What follows belongs to an exercise in optimizing a design on an open flow for small area; a production flow would make more cautious choices. Where RTL was checked, it was by simulation tests only, not by an equivalence proof against the original. Only the layout flow was run in run 1; the RTL was not checked for function there.

## flow/design.v (module list and top-level ports; edited modules follow where they fit)
// module fa: 4 lines
// module mj: 3 lines
// module pp3: 3 lines
// module fac: 4 lines
// module ha: 4 lines
// module recip_core: 4242 lines
// module recip_top: 15 lines
module recip_top(
  input clk,
  input [31:0] b,
  output reg [31:0] r
);
  // ...
==> flow/flow/run.sh <==
#!/bin/bash
# Layout flow: the standard flow (its own synthesis, unchanged), with two
# changes to the layout that keep the netlist's logic as synthesized:
#  - the port buffers are the smallest buffer, sky130_fd_sc_hd__buf_1;
#  - after repair_design (3_4_place_resized), buffers and inverters that
#    have drive to spare are downsized, keeping 30% margin on capacitance and
#    20% on slew, then repair_design runs again with 20% margins
#    (flow/downsize.tcl).
set -euo pipefail
W=$(pwd)
F=$W/flow
EXTRA="POST_RESIZE_TCL=$F/downsize.tcl \"BUFFER_PORTS_ARGS=-buffer_cell sky130_fd_sc_hd__buf_1\""
sed "s#\"\${@:-finish}\"#$EXTRA \"\${@:-finish}\"#" standard.sh > lay_standard.sh
if ! grep -q POST_RESIZE_TCL lay_standard.sh; then
  echo "could not add our settings: using the standard flow unchanged"
  cp standard.sh lay_standard.sh
fi
bash lay_standard.sh > layout.log 2>&1
==> flow/flow/downsize.tcl <==
# Downsize the buffers and inverters that have drive to spare (most of them
# were inserted by repair_design): try the smaller drive strengths of the
# same cell, smallest first, and keep the first whose output net's
# capacitance stays within 70% of the cell's max_capacitance and that adds
# no max-slew or max-capacitance violation with the slew limit tightened to
# 80% of the library's.  Then repair_design with 20% margins gives drive
# back to any net that came too close to a limit.
set ds_limit {
  buf_1 0.130015 buf_2 0.315867 buf_4 0.561228 buf_6 0.785532
  inv_1 0.181284 inv_2 0.331431 inv_4 0.563059 inv_6 0.782786
  clkinv_1 0.19044 clkinv_2 0.395518 clkinv_4 0.782786
}
if { [catch {
  estimate_parasitics -placement
  set s0 [sta::max_slew_violation_count]
  set c0 [sta::max_capacitance_violation_count]
  puts "downsize: before, slew violations $s0, cap violations $c0"
  set_max_transition 1.2 [current_design]
  set s0 [sta::max_slew_violation_count]
  set scene [sta::cmd_scene]
  set n 0
  set tried 0
  foreach inst [get_cells *] {
    set m [get_property $inst ref_name]
    if { ![regexp {^sky130_fd_sc_hd__((buf|inv|clkinv)_([0-9]+))$} $m -> short k s] } { continue }
    if { ![dict exists $ds_limit $short] } { continue }
    set opin [expr { $k eq "buf" ? "X" : "Y" }]
    set pin [get_pins [get_name $inst]/$opin]
    set net [get_nets -of_objects $pin]
    if { $net eq "" } { continue }
    set cap [sta::Net_capacitance $net $scene max]
    incr tried
    foreach t {1 2 4 6} {
      if { $t >= $s } { break }
      set cand ${k}_$t
      if { ![dict exists $ds_limit $cand] } { continue }
      if { $cap > 0.7e-12 * [dict get $ds_limit $cand] } { continue }
      replace_cell $inst sky130_fd_sc_hd__$cand
      if { [sta::max_slew_violation_count] <= $s0 && [sta::max_capacitance_violation_count] <= $c0 } {
        incr n
        break
      } else {
        replace_cell $inst $m
      }
    }
  }
  set_max_transition 1.5 [current_design]
  puts "downsize: downsized $n of $tried"
  estimate_parasitics -placement
  repair_design -slew_margin 20 -cap_margin 20
  puts "downsize: after, slew violations [sta::max_slew_violation_count], cap violations [sta::max_capacitance_violation_count]"
} err] } {
  puts "downsize: stopped ($err)"
}
==> flow/standard.sh <==
#!/bin/bash
# synth_recipe.tcl (not shown) runs the flow's synth.tcl, then flattens the netlist and writes it again
# the make line also repeats each setting of config.mk as NAME=value (left out here)
make -C /OpenROAD-flow-scripts/flow DESIGN_CONFIG=/design/flow/config.mk WORK_HOME=/design/flow/orfs CLKGATE_MAP_FILE= SYNTH_SCRIPT=/design/flow/synth_recipe.tcl "${@:-finish}"
==> flow/config.mk <==
export PLATFORM = sky130hd
export DESIGN_NAME = recip_top
export DESIGN_NICKNAME = recip_top
export VERILOG_FILES = /design/flow/design.v
export SDC_FILE = /design/flow/constraint.sdc
export NUM_CORES = 8
export LEC_CHECK = 0
export ABC_AREA = 1
export CAP_MARGIN = 20
export CORE_MARGIN = 2
export CORE_UTILIZATION = 40
export CTS_BUF_LIST = sky130_fd_sc_hd__clkbuf_8
export SLEW_MARGIN = 20
export SYNTH_HIERARCHICAL = 1
export SYNTH_MINIMUM_KEEP_SIZE = 0
==> flow/constraint.sdc <==
create_clock -name core_clock -period 800.0 [get_ports {clk}]
set_input_delay 160.0000 -clock core_clock [delete_from_list [all_inputs] [get_ports {clk}]]
set_output_delay 160.0000 -clock core_clock [all_outputs]
set_load 0.01 [all_outputs]
==> impl_metrics.env, run 1 <==
export IMPL_cts_resized=0
export IMPL_drtIter0Drc=10120
export IMPL_post_synth_top_count_cell="fa_1"
export IMPL_route_met2_wl_um=93920
export IMPL_die_w_um=349.0
export IMPL_fin_util_pct=41.41
export IMPL_top_layer="met5"
export IMPL_rsz0062_at_grt="false"
export IMPL_final_cells=6680
export IMPL_grt_met2_usage_pct=53.22
export IMPL_post_place_cells=6662
export IMPL_synth_edf_count=0
export IMPL_skew_ns=0.02245
export IMPL_ff2ff_path_depth=322
export IMPL_setup_slack_ns=639.15
export IMPL_n_fill_cell=11750
export IMPL_core_area_um2=118100
export IMPL_path_cells="buf_1"
export IMPL_max_cap_viol_count=0
export IMPL_ys_seq_area_share_pct=2.691
export IMPL_taps=1536
export IMPL_globalRoute_busiestLayer="met2"
export IMPL_worstPathRequired_ns=640.00
export IMPL_crit_path_start="r[23]$_SDFF_PN0_"
export IMPL_nNonClkInverters=349
export IMPL_cts_setup_buffers=0
export IMPL_setup_tns_ns=0
export IMPL_synth_compound_area_share_pct=29.28
export IMPL_sh_seq_area_pct=2.628
export IMPL_insertion_delay_ns=0.38
export IMPL_yosys_area_share_simple_pct=4.686
export IMPL_mostFrequentLayoutCells="fa_1 (1266), a21oi_1 (1127), o22ai_1 (1125), nand2_1 (340), inv_1 (310)"
export IMPL_antenna_cells=3
export IMPL_holdCritStartpoint="b_q[31]$_DFF_P_"
export IMPL_synth_area_um2=47600
export IMPL_wl_met1_um=78260
export IMPL_status="complete, no violations"
==> module recip_top, before the edit <==
module recip_top(
  input clk,
  input [31:0] b,
  output reg [31:0] r
);
  reg [31:0] b_q;
  wire [22:0] nmant;    
  recip_core u_core(.f(b_q[22:0]), .nmant(nmant));
  wire [7:0] e = 8'd253 - b_q[30:23];
  wire zero = (b_q == 32'd0);
  always @(posedge clk) begin
    b_q <= b;
    r <= zero ? 32'd0 : {b_q[31], e, ~nmant};
  end
endmodule
==> run 2, diff against run 1 <==
--- a/flow/design.v
+++ b/flow/design.v
@@ -3,26 +3,23 @@
   assign co = (a & b) | (a & c) | (b & c);
 endmodule
-module mj(input a, input b, input c, output co);
-  assign co = (a & b) | (a & c) | (b & c);
-endmodule
-module pp3(input a1, input a2, input b1, input b2, input c1, input c2, output y);
-  assign y = ~((a1 & a2) | (b1 & b2) | (c1 & c2));
-endmodule
-module fac(input a, input b, output s, output co);
-  assign s = ~(a ^ b);
-  assign co = a | b;
-endmodule
 module ha(input a, input b, output s, output co);
   assign s = a ^ b;
   assign co = a & b;
 endmodule
-module recip_core(input [22:0] f, output [22:0] nmant);
+module recip_top(
+  input clk,
+  input [31:0] b,
+  output reg [31:0] r
+);
+  reg [31:0] b_q;
+  wire [22:0] f = b_q[22:0];    
+  wire [22:0] nmant;            
   wire s1 = ~f[0];
-  wire s2, c3;
-  fa u3(.a(f[1]), .b(f[0]), .c(1'b1), .s(s2), .co(c3));
-  wire s4, c5;
-  fa u5(.a(f[2]), .b(c3), .c(1'b1), .s(s4), .co(c5));
-  wire s6, c7;
-  fa u7(.a(f[3]), .b(c5), .c(1'b1), .s(s6), .co(c7));
+  wire s2 = ~(f[1] ^ f[0]);
+  wire c3 = f[1] | f[0];
+  wire s4 = ~(f[2] ^ c3);
+  wire c5 = f[2] | c3;
+  wire s6 = ~(f[3] ^ c5);
+  wire c7 = f[3] | c5;
   wire s8, c9;
   fa u9(.a(~f[0]), .b(f[4]), .c(c7), .s(s8), .co(c9));
@@ -63,6 +60,6 @@
   wire s44, c45;
   fa u45(.a(~f[18]), .b(f[22]), .c(c43), .s(s44), .co(c45));
-  wire s46, c47;
-  fa u47(.a(~f[19]), .b(c45), .c(1'b1), .s(s46), .co(c47));
+  wire s46 = ~(~f[19] ^ c45);
+  wire c47 = ~f[19] | c45;
   wire s48, c49;
   ha u49(.a(~f[20]), .b(c47), .s(s48), .co(c49));
@@ -138,6 +135,6 @@
   wire s119, c120;
   fa u120(.a(c112), .b(s117), .c(c114), .s(s119), .co(c120));
-  wire s121, c122;
-  fa u122(.a(s119), .b(c116), .c(1'b1), .s(s121), .co(c122));
+  wire s121 = ~(s119 ^ c116);
+  wire c122 = s119 | c116;
   wire s123, c124;
   fa u124(.a(~s46), .b(~s30), .c(~s14), .s(s123), .co(c124));
@@ -150,6 +147,6 @@
   wire s131, c132;
   fa u132(.a(c124), .b(s129), .c(c126), .s(s131), .co(c132));
-  wire s133, c134;
-  fa u134(.a(s131), .b(c128), .c(1'b1), .s(s133), .co(c134));
+  wire s133 = ~(s131 ^ c128);
+  wire c134 = s131 | c128;
   wire s135, c136;
   fa u136(.a(~s50), .b(~s34), .c(~s18), .s(s135), .co(c136));
@@ -168,6 +165,6 @@
   wire s149, c150;
   fa u150(.a(c142), .b(s147), .c(c144), .s(s149), .co(c150));
-  wire s151, c152;
-  fa u152(.a(s149), .b(c146), .c(1'b1), .s(s151), .co(c152));
+  wire s151 = ~(s149 ^ c146);
+  wire c152 = s149 | c146;
   wire s153, c154;
   fa u154(.a(~s40), .b(~s24), .c(c148), .s(s153), .co(c154));
@@ -176,10 +173,10 @@
   wire s157, c158;
   fa u158(.a(~s42), .b(~s26), .c(c154), .s(s157), .co(c158));
-  wire s159, c160;
-  fa u160(.a(s157), .b(c156), .c(1'b1), .s(s159), .co(c160));
+  wire s159 = ~(s157 ^ c156);
+  wire c160 = s157 | c156;
   wire s161, c162;
   fa u162(.a(~s44), .b(~s28), .c(c158), .s(s161), .co(c162));
-  wire s163, c164;
-  fa u164(.a(s161), .b(c160), .c(1'b1), .s(s163), .co(c164));
+  wire s163 = ~(s161 ^ c160);
+  wire c164 = s161 | c160;
   wire s165, c166;
   fa u166(.a(~s46), .b(~s30), .c(c162), .s(s165), .co(c166));
@@ -188,6 +185,6 @@
   wire s169, c170;
   fa u170(.a(~s48), .b(~s32), .c(c166), .s(s169), .co(c170));
-  wire s171, c172;
-  fa u172(.a(s169), .b(c168), .c(1'b1), .s(s171), .co(c172));
+  wire s171 = ~(s169 ^ c168);
+  wire c172 = s169 | c168;
   wire s173, c174;
   fa u174(.a(~s50), .b(~s34), .c(c170), .s(s173), .co(c174));
@@ -200,16 +197,16 @@
   wire s181, c182;
   fa u182(.a(~c53), .b(~s38), .c(c178), .s(s181), .co(c182));
-  wire s183, c184;
-  fa u184(.a(s181), .b(c180), .c(1'b1), .s(s183), .co(c184));
+  wire s183 = ~(s181 ^ c180);
+  wire c184 = s181 | c180;
   wire s185, c186;
   fa u186(.a(~s40), .b(c182), .c(c184), .s(s185), .co(c186));
-  wire s187, c188;
-  fa u188(.a(~s42), .b(c186), .c(1'b1), .s(s187), .co(c188));
-  wire s189, c190;
-  fa u190(.a(~s44), .b(c188), .c(1'b1), .s(s189), .co(c190));
+  wire s187 = ~(~s42 ^ c186);
+  wire c188 = ~s42 | c186;
+  wire s189 = ~(~s44 ^ c188);
+  wire c190 = ~s44 | c188;
   wire s191, c192;
   ha u192(.a(~s46), .b(c190), .s(s191), .co(c192));
-  wire s193, c194;
-  fa u194(.a(~s48), .b(c192), .c(1'b1), .s(s193), .co(c194));
+  wire s193 = ~(~s48 ^ c192);
+  wire c194 = ~s48 | c192;
   wire s195, c196;
   ha u196(.a(~s50), .b(c194), .s(s195), .co(c196));
@@ -217,6 +214,6 @@
   ha u198(.a(~s52), .b(c196), .s(s197), .co(c198));
   wire s199 = ~(~c53 ^ c198);
-  wire s200, c201;
-  fa u201(.a(s121), .b(s115), .c(1'b1), .s(s200), .co(c201));
+  wire s200 = ~(s121 ^ s115);
+  wire c201 = s121 | s115;
   wire s202, c203;
   fa u203(.a(s127), .b(s121), .c(c201), .s(s202), .co(c203));
@@ -261,6 +258,6 @@
   wire s242, c243;
   fa u243(.a(s199), .b(s197), .c(c241), .s(s242), .co(c243));
-  wire s244, c245;
-  fa u245(.a(s199), .b(c243), .c(1'b1), .s(s244), .co(c245));
+  wire s244 = ~(s199 ^ c243);
+  wire c245 = s199 | c243;
   wire da246 = f[0] & ~f[1];
   wire db247 = ~f[0] & f[1];
@@ -1624,6 +1621,6 @@
   wire s1605, c1606;
   fa u1606(.a(c1584), .b(s1603), .c(c1586), .s(s1605), .co(c1606));
-  wire s1607, c1608;
-  fa u1608(.a(s1605), .b(c1588), .c(1'b1), .s(s1607), .co(c1608));
+  wire s1607 = ~(s1605 ^ c1588);
+  wire c1608 = s1605 | c1588;
   wire s1609, c1610;
   fa u1610(.a(s121), .b(q1166), .c(q1189), .s(s1609), .co(c1610));
@@ -1684,6 +1681,6 @@
   wire s1665, c1666;
   fa u1666(.a(s1661), .b(c1646), .c(s1663), .s(s1665), .co(c1666));
-  wire s1667, c1668;
-  fa u1668(.a(s1665), .b(c1648), .c(1'b1), .s(s1667), .co(c1668));
+  wire s1667 = ~(s1665 ^ c1648);
+  wire c1668 = s1665 | c1648;
   wire s1669, c1670;
   fa u1670(.a(s139), .b(q1192), .c(q1215), .s(s1669), .co(c1670));
@@ -1704,6 +1701,6 @@
   wire s1685, c1686;
   fa u1686(.a(c1664), .b(s1683), .c(c1666), .s(s1685), .co(c1686));
-  wire s1687, c1688;
-  fa u1688(.a(s1685), .b(c1668), .c(1'b1), .s(s1687), .co(c1688));
+  wire s1687 = ~(s1685 ^ c1668);
+  wire c1688 = s1685 | c1668;
   wire s1689, c1690;
   fa u1690(.a(s145), .b(q1216), .c(q1239), .s(s1689), .co(c1690));
@@ -1740,6 +1737,6 @@
   wire s1721, c1722;
   fa u1722(.a(c1702), .b(s1719), .c(c1704), .s(s1721), .co(c1722));
-  wire s1723, c1724;
-  fa u1724(.a(s1721), .b(c1706), .c(1'b1), .s(s1723), .co(c1724));
+  wire s1723 = ~(s1721 ^ c1706);
+  wire c1724 = s1721 | c1706;
   wire s1725, c1726;
   fa u1726(.a(s155), .b(q1241), .c(q1264), .s(s1725), .co(c1726));
@@ -1772,6 +1769,6 @@
   wire s1753, c1754;
   fa u1754(.a(c1736), .b(s1751), .c(c1738), .s(s1753), .co(c1754));
-  wire s1755, c1756;
-  fa u1756(.a(s1753), .b(c1740), .c(1'b1), .s(s1755), .co(c1756));
+  wire s1755 = ~(s1753 ^ c1740);
+  wire c1756 = s1753 | c1740;
   wire s1757, c1758;
   fa u1758(.a(s163), .b(q1266), .c(q1289), .s(s1757), .co(c1758));
@@ -1800,6 +1797,6 @@
   wire s1781, c1782;
   fa u1782(.a(c1766), .b(s1779), .c(c1768), .s(s1781), .co(c1782));
-  wire s1783, c1784;
-  fa u1784(.a(s1781), .b(c1770), .c(1'b1), .s(s1783), .co(c1784));
+  wire s1783 = ~(s1781 ^ c1770);
+  wire c1784 = s1781 | c1770;
   wire s1785, c1786;
   fa u1786(.a(s171), .b(q1291), .c(q1314), .s(s1785), .co(c1786));
@@ -1824,6 +1821,6 @@
   wire s1805, c1806;
   fa u1806(.a(c1792), .b(s1803), .c(c1794), .s(s1805), .co(c1806));
-  wire s1807, c1808;
-  fa u1808(.a(s1805), .b(c1796), .c(1'b1), .s(s1807), .co(c1808));
+  wire s1807 = ~(s1805 ^ c1796);
+  wire c1808 = s1805 | c1796;
   wire s1809, c1810;
   fa u1810(.a(s179), .b(q1316), .c(q1339), .s(s1809), .co(c1810));
@@ -1844,6 +1841,6 @@
   wire s1825, c1826;
   fa u1826(.a(c1814), .b(s1823), .c(c1816), .s(s1825), .co(c1826));
-  wire s1827, c1828;
-  fa u1828(.a(s1825), .b(c1818), .c(1'b1), .s(s1827), .co(c1828));
+  wire s1827 = ~(s1825 ^ c1818);
+  wire c1828 = s1825 | c1818;
   wire s1829, c1830;
   fa u1830(.a(s185), .b(q1341), .c(q1364), .s(s1829), .co(c1830));
@@ -1860,6 +1857,6 @@
   wire s1841, c1842;
   fa u1842(.a(c1832), .b(s1839), .c(c1834), .s(s1841), .co(c1842));
-  wire s1843, c1844;
-  fa u1844(.a(s1841), .b(c1836), .c(1'b1), .s(s1843), .co(c1844));
+  wire s1843 = ~(s1841 ^ c1836);
+  wire c1844 = s1841 | c1836;
   wire s1845, c1846;
   fa u1846(.a(s189), .b(q1366), .c(p1389), .s(s1845), .co(c1846));
@@ -1872,6 +1869,6 @@
   wire s1853, c1854;
   fa u1854(.a(c1846), .b(s1851), .c(c1848), .s(s1853), .co(c1854));
-  wire s1855, c1856;
-  fa u1856(.a(s1853), .b(c1850), .c(1'b1), .s(s1855), .co(c1856));
+  wire s1855 = ~(s1853 ^ c1850);
+  wire c1856 = s1853 | c1850;
   wire s1857, c1858;
   fa u1858(.a(s193), .b(c1852), .c(c1854), .s(s1857), .co(c1858));
@@ -1887,6 +1884,6 @@
   wire s1868 = ~s1867;
   wire x1869 = ~s1569 & ~~s1868;
-  wire s1870, c1871;
-  fa u1871(.a(s1587), .b(~x1869), .c(1'b1), .s(s1870), .co(c1871));
+  wire s1870 = ~(s1587 ^ ~x1869);
+  wire c1871 = s1587 | ~x1869;
   wire s1872, c1873;
   fa u1873(.a(s1607), .b(s1587), .c(c1871), .s(s1872), .co(c1873));
@@ -1935,6 +1932,6 @@
   wire s1916, c1917;
   fa u1917(.a(s1868), .b(s1866), .c(c1915), .s(s1916), .co(c1917));
-  wire s1918, c1919;
-  fa u1919(.a(s1868), .b(c1917), .c(1'b1), .s(s1918), .co(c1919));
+  wire s1918 = ~(s1868 ^ c1917);
+  wire c1919 = s1868 | c1917;
   wire q1920 = ~((da246 & x1869) | (dc248 & x1869));
   wire q1921 = ~((da246 & ~s1587) | (db247 & x1869) | (dc248 & ~s1870));
@@ -3152,6 +3149,6 @@
   wire s3133, c3134;
   fa u3134(.a(c3119), .b(s3131), .c(c3121), .s(s3133), .co(c3134));
-  wire s3135, c3136;
-  fa u3136(.a(s3133), .b(c3122), .c(1'b1), .s(s3135), .co(c3136));
+  wire s3135 = ~(s3133 ^ c3122);
+  wire c3136 = s3133 | c3122;
   wire s3137, c3138;
   fa u3138(.a(s1587), .b(q2797), .c(q2822), .s(s3137), .co(c3138));
@@ -3222,6 +3219,6 @@
   wire s3203, c3204;
   fa u3204(.a(s3199), .b(c3190), .c(s3201), .s(s3203), .co(c3204));
-  wire s3205, c3206;
-  fa u3206(.a(s3203), .b(c3192), .c(1'b1), .s(s3205), .co(c3206));
+  wire s3205 = ~(s3203 ^ c3192);
+  wire c3206 = s3203 | c3192;
   wire s3207, c3208;
   fa u3208(.a(s1687), .b(q2827), .c(q2852), .s(s3207), .co(c3208));
@@ -3236,6 +3233,6 @@
   wire s3217, c3218;
   fa u3218(.a(c3202), .b(s3215), .c(c3204), .s(s3217), .co(c3218));
-  wire s3219, c3220;
-  fa u3220(.a(s3217), .b(c3206), .c(1'b1), .s(s3219), .co(c3220));
+  wire s3219 = ~(s3217 ^ c3206);
+  wire c3220 = s3217 | c3206;
   wire s3221, c3222;
   fa u3222(.a(s1705), .b(q2853), .c(q2878), .s(s3221), .co(c3222));
@@ -3260,6 +3257,6 @@
   wire s3241, c3242;
   fa u3242(.a(c3228), .b(s3239), .c(c3230), .s(s3241), .co(c3242));
-  wire s3243, c3244;
-  fa u3244(.a(s3241), .b(c3232), .c(1'b1), .s(s3243), .co(c3244));
+  wire s3243 = ~(s3241 ^ c3232);
+  wire c3244 = s3241 | c3232;
   wire s3245, c3246;
   fa u3246(.a(s1739), .b(q2880), .c(q2905), .s(s3245), .co(c3246));
@@ -3280,6 +3277,6 @@
   wire s3261, c3262;
   fa u3262(.a(c3250), .b(s3259), .c(c3252), .s(s3261), .co(c3262));
-  wire s3263, c3264;
-  fa u3264(.a(s3261), .b(c3254), .c(1'b1), .s(s3263), .co(c3264));
+  wire s3263 = ~(s3261 ^ c3254);
+  wire c3264 = s3261 | c3254;
   wire s3265, c3266;
   fa u3266(.a(s1769), .b(q2907), .c(q2932), .s(s3265), .co(c3266));
@@ -3296,6 +3293,6 @@
   wire s3277, c3278;
   fa u3278(.a(c3268), .b(s3275), .c(c3270), .s(s3277), .co(c3278));
-  wire s3279, c3280;
-  fa u3280(.a(s3277), .b(c3272), .c(1'b1), .s(s3279), .co(c3280));
+  wire s3279 = ~(s3277 ^ c3272);
+  wire c3280 = s3277 | c3272;
   wire s3281, c3282;
   fa u3282(.a(s1795), .b(q2934), .c(q2959), .s(s3281), .co(c3282));
@@ -3308,6 +3305,6 @@
   wire s3289, c3290;
   fa u3290(.a(c3282), .b(s3287), .c(c3284), .s(s3289), .co(c3290));
-  wire s3291, c3292;
-  fa u3292(.a(s3289), .b(c3286), .c(1'b1), .s(s3291), .co(c3292));
+  wire s3291 = ~(s3289 ^ c3286);
+  wire c3292 = s3289 | c3286;
   wire s3293, c3294;
   fa u3294(.a(s1817), .b(q2961), .c(c3288), .s(s3293), .co(c3294));
@@ -3316,24 +3313,24 @@
   wire s3297, c3298;
   fa u3298(.a(s1827), .b(q2962), .c(c3294), .s(s3297), .co(c3298));
-  wire s3299, c3300;
-  fa u3300(.a(s3297), .b(c3296), .c(1'b1), .s(s3299), .co(c3300));
+  wire s3299 = ~(s3297 ^ c3296);
+  wire c3300 = s3297 | c3296;
   wire s3301, c3302;
   fa u3302(.a(s1835), .b(c3298), .c(c3300), .s(s3301), .co(c3302));
-  wire s3303, c3304;
-  fa u3304(.a(s1843), .b(c3302), .c(1'b1), .s(s3303), .co(c3304));
-  wire s3305, c3306;
-  fa u3306(.a(s1849), .b(c3304), .c(1'b1), .s(s3305), .co(c3306));
-  wire s3307, c3308;
-  fa u3308(.a(s1855), .b(c3306), .c(1'b1), .s(s3307), .co(c3308));
-  wire s3309, c3310;
-  fa u3310(.a(s1859), .b(c3308), .c(1'b1), .s(s3309), .co(c3310));
-  wire s3311, c3312;
-  fa u3312(.a(s1863), .b(c3310), .c(1'b1), .s(s3311), .co(c3312));
-  wire s3313, c3314;
-  fa u3314(.a(s1866), .b(c3312), .c(1'b1), .s(s3313), .co(c3314));
+  wire s3303 = ~(s1843 ^ c3302);
+  wire c3304 = s1843 | c3302;
+  wire s3305 = ~(s1849 ^ c3304);
+  wire c3306 = s1849 | c3304;
+  wire s3307 = ~(s1855 ^ c3306);
+  wire c3308 = s1855 | c3306;
+  wire s3309 = ~(s1859 ^ c3308);
+  wire c3310 = s1859 | c3308;
+  wire s3311 = ~(s1863 ^ c3310);
+  wire c3312 = s1863 | c3310;
+  wire s3313 = ~(s1866 ^ c3312);
+  wire c3314 = s1866 | c3312;
   wire s3315 = ~(s1868 ^ c3314);
   wire x3316 = ~s3135 & ~~s3315;
-  wire s3317, c3318;
-  fa u3318(.a(s3149), .b(~x3316), .c(1'b1), .s(s3317), .co(c3318));
+  wire s3317 = ~(s3149 ^ ~x3316);
+  wire c3318 = s3149 | ~x3316;
   wire s3319, c3320;
   fa u3320(.a(s3163), .b(s3149), .c(c3318), .s(s3319), .co(c3320));
@@ -3382,6 +3379,6 @@
   wire s3363, c3364;
   fa u3364(.a(s3315), .b(s3313), .c(c3362), .s(s3363), .co(c3364));
-  wire s3365, c3366;
-  fa u3366(.a(s3315), .b(c3364), .c(1'b1), .s(s3365), .co(c3366));
+  wire s3365 = ~(s3315 ^ c3364);
+  wire c3366 = s3315 | c3364;
   wire q3367 = ~((da246 & x3316) | (dc248 & x3316));
   wire q3368 = ~((da246 & ~s3149) | (db247 & x3316) | (dc248 & ~s3317));
@@ -4212,12 +4209,12 @@
   wire s4193, c4194;
   fa u4194(.a(c4186), .b(s4191), .c(c4188), .s(s4193), .co(c4194));
-  wire s4195, c4196;
-  fa u4196(.a(s4193), .b(c4190), .c(1'b1), .s(s4195), .co(c4196));
+  wire s4195 = ~(s4193 ^ c4190);
+  wire c4196 = s4193 | c4190;
   wire s4197, c4198;
   fa u4198(.a(s3219), .b(q4078), .c(q4103), .s(s4197), .co(c4198));
   wire s4199, c4200;
   fa u4200(.a(c4192), .b(s4197), .c(c4194), .s(s4199), .co(c4200));
-  wire s4201, c4202;
-  fa u4202(.a(s4199), .b(c4196), .c(1'b1), .s(s4201), .co(c4202));
+  wire s4201 = ~(s4199 ^ c4196);
+  wire c4202 = s4199 | c4196;
   wire s4203, c4204;
   fa u4204(.a(s3231), .b(q4104), .c(c4198), .s(s4203), .co(c4204));
@@ -4226,45 +4223,36 @@
   wire s4207, c4208;
   fa u4208(.a(s3243), .b(q4105), .c(c4204), .s(s4207), .co(c4208));
-  wire s4209, c4210;
-  fa u4210(.a(s4207), .b(c4206), .c(1'b1), .s(s4209), .co(c4210));
+  wire s4209 = ~(s4207 ^ c4206);
+  wire c4210 = s4207 | c4206;
   wire s4211, c4212;
   fa u4212(.a(s3253), .b(c4208), .c(c4210), .s(s4211), .co(c4212));
-  wire s4213, c4214;
-  fa u4214(.a(s3263), .b(c4212), .c(1'b1), .s(s4213), .co(c4214));
-  wire s4215, c4216;
-  fa u4216(.a(s3271), .b(c4214), .c(1'b1), .s(s4215), .co(c4216));
-  wire s4217, c4218;
-  fa u4218(.a(s3279), .b(c4216), .c(1'b1), .s(s4217), .co(c4218));
-  wire s4219, c4220;
-  fa u4220(.a(s3285), .b(c4218), .c(1'b1), .s(s4219), .co(c4220));
-  wire s4221, c4222;
-  fa u4222(.a(s3291), .b(c4220), .c(1'b1), .s(s4221), .co(c4222));
-  wire s4223, c4224;
-  fa u4224(.a(s3295), .b(c4222), .c(1'b1), .s(s4223), .co(c4224));
-  wire s4225, c4226;
-  fa u4226(.a(s3299), .b(c4224), .c(1'b1), .s(s4225), .co(c4226));
-  wire s4227, c4228;
-  fa u4228(.a(s3301), .b(c4226), .c(1'b1), .s(s4227), .co(c4228));
-  wire s4229, c4230;
-  fa u4230(.a(s3303), .b(c4228), .c(1'b1), .s(s4229), .co(c4230));
-  wire s4231, c4232;
-  fa u4232(.a(s3305), .b(c4230), .c(1'b1), .s(s4231), .co(c4232));
-  wire s4233, c4234;
-  fa u4234(.a(s3307), .b(c4232), .c(1'b1), .s(s4233), .co(c4234));
-  wire s4235, c4236;
-  fa u4236(.a(s3309), .b(c4234), .c(1'b1), .s(s4235), .co(c4236));
-  wire s4237, c4238;
-  fa u4238(.a(s3311), .b(c4236), .c(1'b1), .s(s4237), .co(c4238));
+  wire s4213 = ~(s3263 ^ c4212);
+  wire c4214 = s3263 | c4212;
+  wire s4215 = ~(s3271 ^ c4214);
+  wire c4216 = s3271 | c4214;
+  wire s4217 = ~(s3279 ^ c4216);
+  wire c4218 = s3279 | c4216;
+  wire s4219 = ~(s3285 ^ c4218);
+  wire c4220 = s3285 | c4218;
+  wire s4221 = ~(s3291 ^ c4220);
+  wire c4222 = s3291 | c4220;
+  wire s4223 = ~(s3295 ^ c4222);
+  wire c4224 = s3295 | c4222;
+  wire s4225 = ~(s3299 ^ c4224);
+  wire c4226 = s3299 | c4224;
+  wire s4227 = ~(s3301 ^ c4226);
+  wire c4228 = s3301 | c4226;
+  wire s4229 = ~(s3303 ^ c4228);
+  wire c4230 = s3303 | c4228;
+  wire s4231 = ~(s3305 ^ c4230);
+  wire c4232 = s3305 | c4230;
+  wire s4233 = ~(s3307 ^ c4232);
+  wire c4234 = s3307 | c4232;
+  wire s4235 = ~(s3309 ^ c4234);
+  wire c4236 = s3309 | c4234;
+  wire s4237 = ~(s3311 ^ c4236);
+  wire c4238 = s3311 | c4236;
   wire s4239 = ~(s3313 ^ c4238);
   assign nmant = {s4239, s4237, s4235, s4233, s4231, s4229, s4227, s4225, s4223, s4221, s4219, s4217, s4215, s4213, s4211, s4209, s4205, s4201, s4195, s4189, s4183, s4177, s4171};
-endmodule
-module recip_top(
-  input clk,
-  input [31:0] b,
-  output reg [31:0] r
-);
-  reg [31:0] b_q;
-  wire [22:0] nmant;    
-  recip_core u_core(.f(b_q[22:0]), .nmant(nmant));
   wire [7:0] e = 8'd253 - b_q[30:23];
   wire zero = (b_q == 32'd0);
==> impl_metrics.env, run 2 <==
export IMPL_status="complete, no violations"
export IMPL_min_path_type="reg2reg"
export IMPL_r2r_start="b_q[2]$_DFF_P_"
export IMPL_drv_slew=0
export IMPL_worstHoldPathCells=0
export IMPL_crit_path_start="r[26]$_SDFF_PN0_"
export IMPL_synth_seq_cells=64
export IMPL_skew_ns=0.04225
export IMPL_fin_crit_sh_pct=20.11
export IMPL_grt_pass1_vias=51930
export IMPL_clkTransAtPathRegs_ns=0.07
export IMPL_synth_edf_count=0
export IMPL_num_io_pins=65
export IMPL_worstPathRequired_ns=640.00
export IMPL_ff2ff_path_depth=367
export IMPL_crit_arrival_ns=0.86
export IMPL_post_synth_top_count_cell="fa_1"
export IMPL_cts_resized=0
export IMPL_cp_num_buf_inv=1
export IMPL_synth_top_area_cell="fa_1"
export IMPL_timing_rr_end="r[22]$_SDFF_PN0_"
export IMPL_cpMaxStageDelayCell="dfxtp_1"
export IMPL_synth_area_um2=47620
export IMPL_path_cells="buf_1"
export IMPL_synth_area_per_cell_um2=8.606
export IMPL_whs_ns=0.3838
export IMPL_final_cells=6725
export IMPL_post_place_cells=6705
export IMPL_multi_input_comb_area_um2=42090
export IMPL_ys_warn_count=7
export IMPL_yosysTopAreaCellShare_pct=50.74
export IMPL_cp_top_family="flip-flops"
export IMPL_cts_buffers=9
export IMPL_cpPeakStageDelay_ns=0.32
export IMPL_rows=126
export IMPL_drive_gt1_share_pct=6.211
export IMPL_ant_nets=0
export IMPL_slew_headroom_pct=13.32
export IMPL_post_drt_wl_per_cell_um=34.96
export IMPL_yosysUniqueCellTypes=49
export IMPL_largest_registers="b_q x32, r x32"
export IMPL_synthTopCellsByCount="fa_1 (1207), o22ai_1 (1112), a21oi_1 (1098)"
export IMPL_syn_inst=5534
export IMPL_synth_ff_type="dfxtp_1"
export IMPL_antenna_found_initial=10
export IMPL_drc_errors=0
export IMPL_grt_usage_pct=37.85
export IMPL_via_per_inst=7.578
export IMPL_grt_max_degree=66
export IMPL_async_flop_share_pct=0
export IMPL_clkSinkCount=64
export IMPL_finalHoldViolations=0
export IMPL_die_w_um=349.0
export IMPL_drt_wl_total_um=235100
export IMPL_cts_tree="built"
export IMPL_dieArea_um2=121800
export IMPL_htree_levels=3
export IMPL_max_cap_viol_count=0
export IMPL_seqCellArea_um2=1285
export IMPL_period_minus_slack_ns=160.86
export IMPL_core_area_um2=118100
export IMPL_synth_area_top_cells="fa_1 (51%), o22ai_1 (15%), a21oi_1 (12%), clkbuf_1 (4.5%), inv_1 (3.2%)"
export IMPL_tightest_slew_ns=1.300
export IMPL_startpoint_type="flip-flop"
export IMPL_via_count=50960
export IMPL_holdCritStartpoint="b_q[31]$_DFF_P_"
export IMPL_rsz0062_at_grt="false"
export IMPL_rrSetupSlack_ns=691.13
export IMPL_final_common_cell="fa_1"
export IMPL_ys_seq_area_share_pct=2.690
export IMPL_fmax_mhz=6.217
export IMPL_setup_tns_ns=0
export IMPL_cp_max_fo=1
export IMPL_final_nets=6512
export IMPL_min_to="r[31]$_SDFF_PN0_"
export IMPL_clock_path_buffers=2
export IMPL_place_congestion=1.021
export IMPL_drtIter0Drc=10370
export IMPL_n_fill_cell=11780
export IMPL_finalSetupViolCount=0
export IMPL_grt_ovfl_total=0
export IMPL_insertion_delay_ns=0.41
export IMPL_cts_root_buf="clkbuf_8"
export IMPL_holdBufCountCts=0
export IMPL_endpoint_kind="primary output"
export IMPL_hpwlAfterDp_um=151900
export IMPL_drt_pass1_iterations=14
export IMPL_mostFrequentLayoutCells="fa_1 (1207), o22ai_1 (1112), a21oi_1 (1098), inv_1 (429), nand2_1 (373)"
export IMPL_critPathKind="reg2out"
export IMPL_grt_pass1_wl_um=343200
export IMPL_die_h_um=349.0
export IMPL_initial_utilization_pct=40.33
export IMPL_port_buffers=64
export IMPL_cts_setup_buffers=0
export IMPL_area_growth_pct=2.485
[run 2: changes by cell type after synthesis, sizes merged, moves of 5 or more]
cell	previous run	this run
a21oi	1127	1118
buf	143	101
clkbuf	547	571
clkinv	32	39
fa	1267	1207
ha	30	92
inv	317	431
nand2	357	387
nand3	16	22
nand4	2	7
nor2	152	117
xnor2	23	15
xor2	17	22
[run 2: cell type report]
type / instances / share of cell area [%]
clock buffers: 10 / 0.2820
clock inverters: 5 / 0.1666
diodes: 5 / 0.02564
inverters: 470 / 3.615
flip-flops and latches: 64 / 2.633
repair buffers: 307 / 3.099
multi-input cells: 4328 / 86.24
well taps: 1536 / 3.938
[run 2: how the worst max path moves through the flow]
stage             to  slack (ns)  cells past startpoint
6_report       r[26]      639.14                      1
5_1_grt        r[20]      639.09                      1
2_1_floorplan   r[0]      639.67                      0
3_3_place_gp   r[28]      639.53                      1
3_5_place_dp   r[28]      639.53                      1
4_1_cts        r[28]      639.10                      1
[run 2: cells by family (layout without fill, tap and decap cells)]
kind of cell             after synthesis  in the layout  share of synthesized area (%)
other                                  0              5                              0
buffers and inverters               1142            792                          9.148
adder cells (fa/ha/maj)             1299           1299                          53.16
AO/OA/AOI/OAI                       2425           2425                          29.43
XOR/XNOR                              37             37                         0.6805
AND/OR/NAND/NOR                      567            567                          4.897
flip-flops                            64             64                          2.690
[run 2: layer usage]
metal | vias up | wire length, µm | global-route usage (%)
met1 | 24340 | 79270 | 46.64
met4 | 17 | 21320 | 24.89
li1 | 18780 | - | -
met2 | 5952 | 90260 | 51.10
met5 | - | 251 | 1.321
met3 | 1872 | 44000 | 19.62
[run 2: metrics by stage]
step | utilization (%) | area, µm² | setup slack (ns)
6_report | 41.33 | 48810 | 639.14
5_1_grt | 41.32 | 48800 | 639.09
4_1_cts | 41.32 | 48790 | 639.10
3_5_place_dp | 41.14 | 48570 | 639.53
3_3_place_gp | 41.59 | 49110 | 639.53
2_1_floorplan | - | 47620 | 639.67
[run 2: Yosys stat by module (local to each module, per instance)]
module	cells	flops+latches	copies in the design	area, µm²
ha	1	0	28	12.51
fa	1	0	1207	20.02
recip_top	4299	64	1	23110

[static timing again, ports no longer ideal]
The results above use ideal ports. As a check the final layouts listed here were re-extracted and re-timed, cells and wires unchanged. Step 1, drivers: a clkbuf_16 drives clk and a buf_2 each remaining input, both assumed. Step 2 moves the port delays by t, midway between the first and last clock arrival at a register: inputs arrive t later, outputs are due t later. That takes back most of the time a late clock gives input paths. a / b / c = ideal / step 1 / step 2; a / b = the first two.
run | t, ns | slack for setup (ns) | worst setup path at the end | latest minus earliest clock arrival (ns) | worst data-port slew with drivers (ns)
run 1 | 0.409 | 639.151 / 639.111 / 639.520 | register to output | 0.023 / 0.022 | 0.04
run 2 | 0.442 | 639.139 / 639.084 / 639.525 | register to output | 0.042 / 0.043 | 0.04
After both steps setup and hold are still met in every run listed.
